Background: an optimization exercise with open tools, aiming at small area. Do not read the settings as production practice.
At most, simulation tests tie the RTL to the original design; equivalence was not proved.
Power figures rest on the tool's default switching activity, not on a simulated workload.

before:
Design stop_watch, start of the top module:
module stop_watch
(
input   rst,clk,
input   key0,		 
input   key1,		 
input   [3:0] enc,	 
output  buzz,
output  [7:0] seg_d,seg_com
);
==> module key_ctl, before the edit <==
module key_ctl
(
input   rst,clk,
input   tick,		 
input   upd,		 
input   key0,		 
input   key1,		 
output  reg buzz,
output  reg cnt_en,cnt_clr	 
);
reg k0p0,k0p1;
reg [4:0] k0cnt;
reg k1p0,k1p1;
reg [4:0] k1cnt;
reg [5:0] bzcnt;	 
wire k0hit = k0cnt[4] & k0cnt[1] & k0cnt[0];	 
wire k1hit = k1cnt[4] & k1cnt[1] & k1cnt[0];
wire k0top = k0cnt[4] & k0cnt[2];				 
wire k1top = k1cnt[4] & k1cnt[2];
wire k0new = k0top & ~k0cnt[0];					 
wire k1new = k1top & ~k1cnt[0];
always@(negedge rst, posedge clk)
if (rst == 0)
    begin
        k0p0 <= 0;
        k0p1 <= 0;
        k0cnt <= 21;
    end
else if (tick)
    begin
        k0p0 <= ~key0;
        k0p1 <= k0p0;
        if (k0p0 != k0p1)
            k0cnt <= k0hit ? 5'd22 : 5'd0;
        else if (k0top)
            k0cnt <= k0cnt[1] ? 5'd1 : 5'd21;
        else
            k0cnt <= k0cnt + 1'd1;
    end
always@(negedge rst, posedge clk)
if (rst == 0)
    begin
        k1p0 <= 0;
        k1p1 <= 0;
        k1cnt <= 21;
    end
else if (tick)
    begin
        k1p0 <= ~key1;
        k1p1 <= k1p0;
        if (k1p0 != k1p1)
            k1cnt <= k1hit ? 5'd22 : 5'd0;
        else if (k1top)
            k1cnt <= k1cnt[1] ? 5'd1 : 5'd21;
        else
            k1cnt <= k1cnt + 1'd1;
    end
always@(negedge rst, posedge clk)
if (rst == 0)
    begin
        cnt_en <= 0;
        cnt_clr <= 0;
    end
else if (upd)
    begin
        if (k0new & k0p1)
            cnt_en <= ~cnt_en;
        if (k1new)
            cnt_clr <= k1p1;
    end
always@(negedge rst, posedge clk)
if (rst == 0)
    begin
        buzz <= 0;
        bzcnt <= 32;
    end
else if (tick)
    begin
        if ((k1hit & k1p0) | (k0hit & k0p0))
            bzcnt <= 0;
        else if (!bzcnt[5])
            bzcnt <= bzcnt + 1'd1;
        buzz <= ~bzcnt[5];
    end
endmodule
==> module stop_watch, before the edit <==
module stop_watch
(
input   rst,clk,
input   key0,		 
input   key1,		 
input   [3:0] enc,	 
output  buzz,
output  [7:0] seg_d,seg_com
);
reg [3:0] ph;
always@(negedge rst, posedge clk)
if (rst == 0)
    ph <= 0;
else if (ph[3] & ph[0])
    ph <= 0;
else
    ph <= ph + 1;
wire tick = ph[2] & ph[1] & ~ph[0];		 
wire upd  = ~ph[2] & ph[1] & ~ph[0];	 
wire ph12 = ~ph[3] & ~ph[2] & (ph[1] ^ ph[0]);	 
wire en_d, clr_d;
key_ctl ukey_ctl
	(
	.rst	(rst	),
	.clk	(clk	),
	.tick	(tick	),
	.upd	(upd	),
	.key0	(key0	),
	.key1	(key1	),
	.buzz	(buzz	),
	.cnt_en	(en_d	),
	.cnt_clr(clr_d	)
	);
wire [31:0] bcd8d;
counters ucounters
	(
	.rst	(rst	),
	.clk	(clk	),
	.upd	(upd	),
	.cnt_en	(en_d	),
	.cnt_clr(clr_d	),
	.bcd8d	(bcd8d	)
	);
seg_ctl useg_ctl
	(
	.rst	(rst	),
	.clk	(clk	),
	.upd	(upd	),
	.ph12	(ph12	),
	.bcd8d	(bcd8d	),
	.seg_d	(seg_d	),
	.seg_com(seg_com)
	);
endmodule
Settings: LEC_CHECK=0, CAP_MARGIN=20, CORE_MARGIN=2, CORE_UTILIZATION=65, SLEW_MARGIN=20; clock period 10.0 ns.
standard.sh (not shown) runs the stock make flow with config.mk's settings and CLKGATE_MAP_FILE= SYNTH_SCRIPT=/design/flow/synth_recipe.tcl, a recipe that flattens the netlist after the stock synthesis.
==> flow/flow/run.sh <==
#!/bin/bash
# Layout flow:
#  1. the standard synthesis (standard.sh synth);
#  2. its combinational logic re-synthesized for area by resynth.tcl (yosys,
#     abc &deepsyn), with 4 random seeds in parallel; the smallest result is
#     kept (or the standard netlist, if none is smaller). Every register
#     keeps its instance name and cell type;
#  3. the standard layout steps, with port buffers of the smallest buffer
#     and a clock tree of small buffers without dummy loads.
# Each tool's output goes to a log file in this folder.
set -o pipefail
here=$(pwd)
res=$here/orfs/results/$FLOW_PLATFORM/stop_watch/base
lib=$FLOW_HOME/platforms/sky130hd/lib/sky130_fd_sc_hd__tt_025C_1v80.lib
bash standard.sh synth > synth.log 2>&1 || exit 1
cp $res/1_2_yosys.v $here/std_synth.v

for s in 1 2 3 4; do
  printf 'strash\n&get -n\n&deepsyn -T 30 -S %s\n&dch -f\n&nf -R 1000\n&put\ntopo\n' $s > $here/resynth_$s.abc
  LIB=$lib DONT_USE_FILE=$here/flow/dont_use.txt ABC_SCRIPT=$here/resynth_$s.abc \
  IN_V=$here/std_synth.v OUT_V=$here/resynth_$s.v OUT_STAT=$here/resynth_$s.stat TOP=$FLOW_TOP \
    timeout 900 yosys -c $here/flow/resynth.tcl > $here/resynth_$s.log 2>&1 &
done
wait

area() { grep -m1 "Chip area for module '\\\\$FLOW_TOP'" "$1" 2>/dev/null | awk '{print $NF}'; }
best=$here/std_synth.v
best_area=$(area $here/resynth_1.stat.in)
[ -z "$best_area" ] && best_area=1e18
for s in 1 2 3 4; do
  a=$(area $here/resynth_$s.stat)
  if [ -n "$a" ] && [ -s $here/resynth_$s.v ] && awk "BEGIN{exit !($a < $best_area)}"; then
    best=$here/resynth_$s.v; best_area=$a
  fi
done
echo "netlist used: $best (area $best_area)" > $here/resynth_choice.log
cp $best $res/1_2_yosys.v

bash standard.sh \
  BUFFER_PORTS_ARGS="-buffer_cell sky130_fd_sc_hd__buf_1" \
  CTS_ARGS="-sink_clustering_enable -repair_clock_nets -dont_use_dummy_load -buf_list sky130_fd_sc_hd__clkbuf_4 -sink_clustering_size 10" \
  finish > standard.log 2>&1
Other scripts of this flow, unchanged in this note and not shown: flow/flow/dont_use.txt, flow/flow/resynth.tcl
For after, these inputs were changed with respect to before:
diff --git a/flow/design.v b/flow/design.v
--- a/flow/design.v
+++ b/flow/design.v
@@ -23,9 +23,9 @@
 if (rst == 0)
     begin
         k0p0 <= 0;
         k0p1 <= 0;
-        k0cnt <= 21;
+        k0cnt <= 20;
     end
 else if (tick)
     begin
         k0p0 <= ~key0;
@@ -41,9 +41,9 @@
 if (rst == 0)
     begin
         k1p0 <= 0;
         k1p1 <= 0;
-        k1cnt <= 21;
+        k1cnt <= 20;
     end
 else if (tick)
     begin
         k1p0 <= ~key1;
@@ -216,9 +216,9 @@
 else
     ph <= ph + 1;
 wire tick = ph[2] & ph[1] & ~ph[0];		 
 wire upd  = ~ph[2] & ph[1] & ~ph[0];	 
-wire ph12 = ~ph[3] & ~ph[2] & (ph[1] ^ ph[0]);	 
+wire ph12 = ph[1] | ph[0];	 
 wire en_d, clr_d;
 key_ctl ukey_ctl
 	(
 	.rst	(rst	),
--- outcome ---
after ended with every stage complete and zero timing, DRC or antenna violations. Going from before to after, count of plain and timing-repair buffers shrank by 2, total power increased about 7%, worst hold slack went up by 5.9 ps, multi-input logic portion of the cell area saw an increase, detailed-routed wire length on met2 down about 1.7%. Against before as the reference, after delivers a lower fmax. Taking before as the reference, in after total area of multi-input combinational cells now sits higher; final critical path time including I/O delays and setup now sits higher.
Function not checked in after: the RTL went through the layout flow alone.

what the ideal ports hide:
The flow's constraints put no driver on any port. The routed layouts listed below were extracted and timed again, unchanged, in two steps. Step 1, drivers: a clkbuf_16 drives clk and a buf_2 each remaining input, both assumed. Step 2, shift: input delay + t, output delay - t, t = (earliest + latest rising clock arrival at the registers) / 2. This alone moves slack from input paths to output paths. Three values: ideal ports, drivers, drivers and shift; two values: the first two.
run | t (ns) | slack for setup (ns) | worst data-port slew with drivers (ns)
before | 0.417 | 5.421 / 5.393 / 5.811 | 0.03
after | 0.430 | 4.976 / 4.951 / 5.381 | 0.03
After both steps every run listed still meets setup and hold.
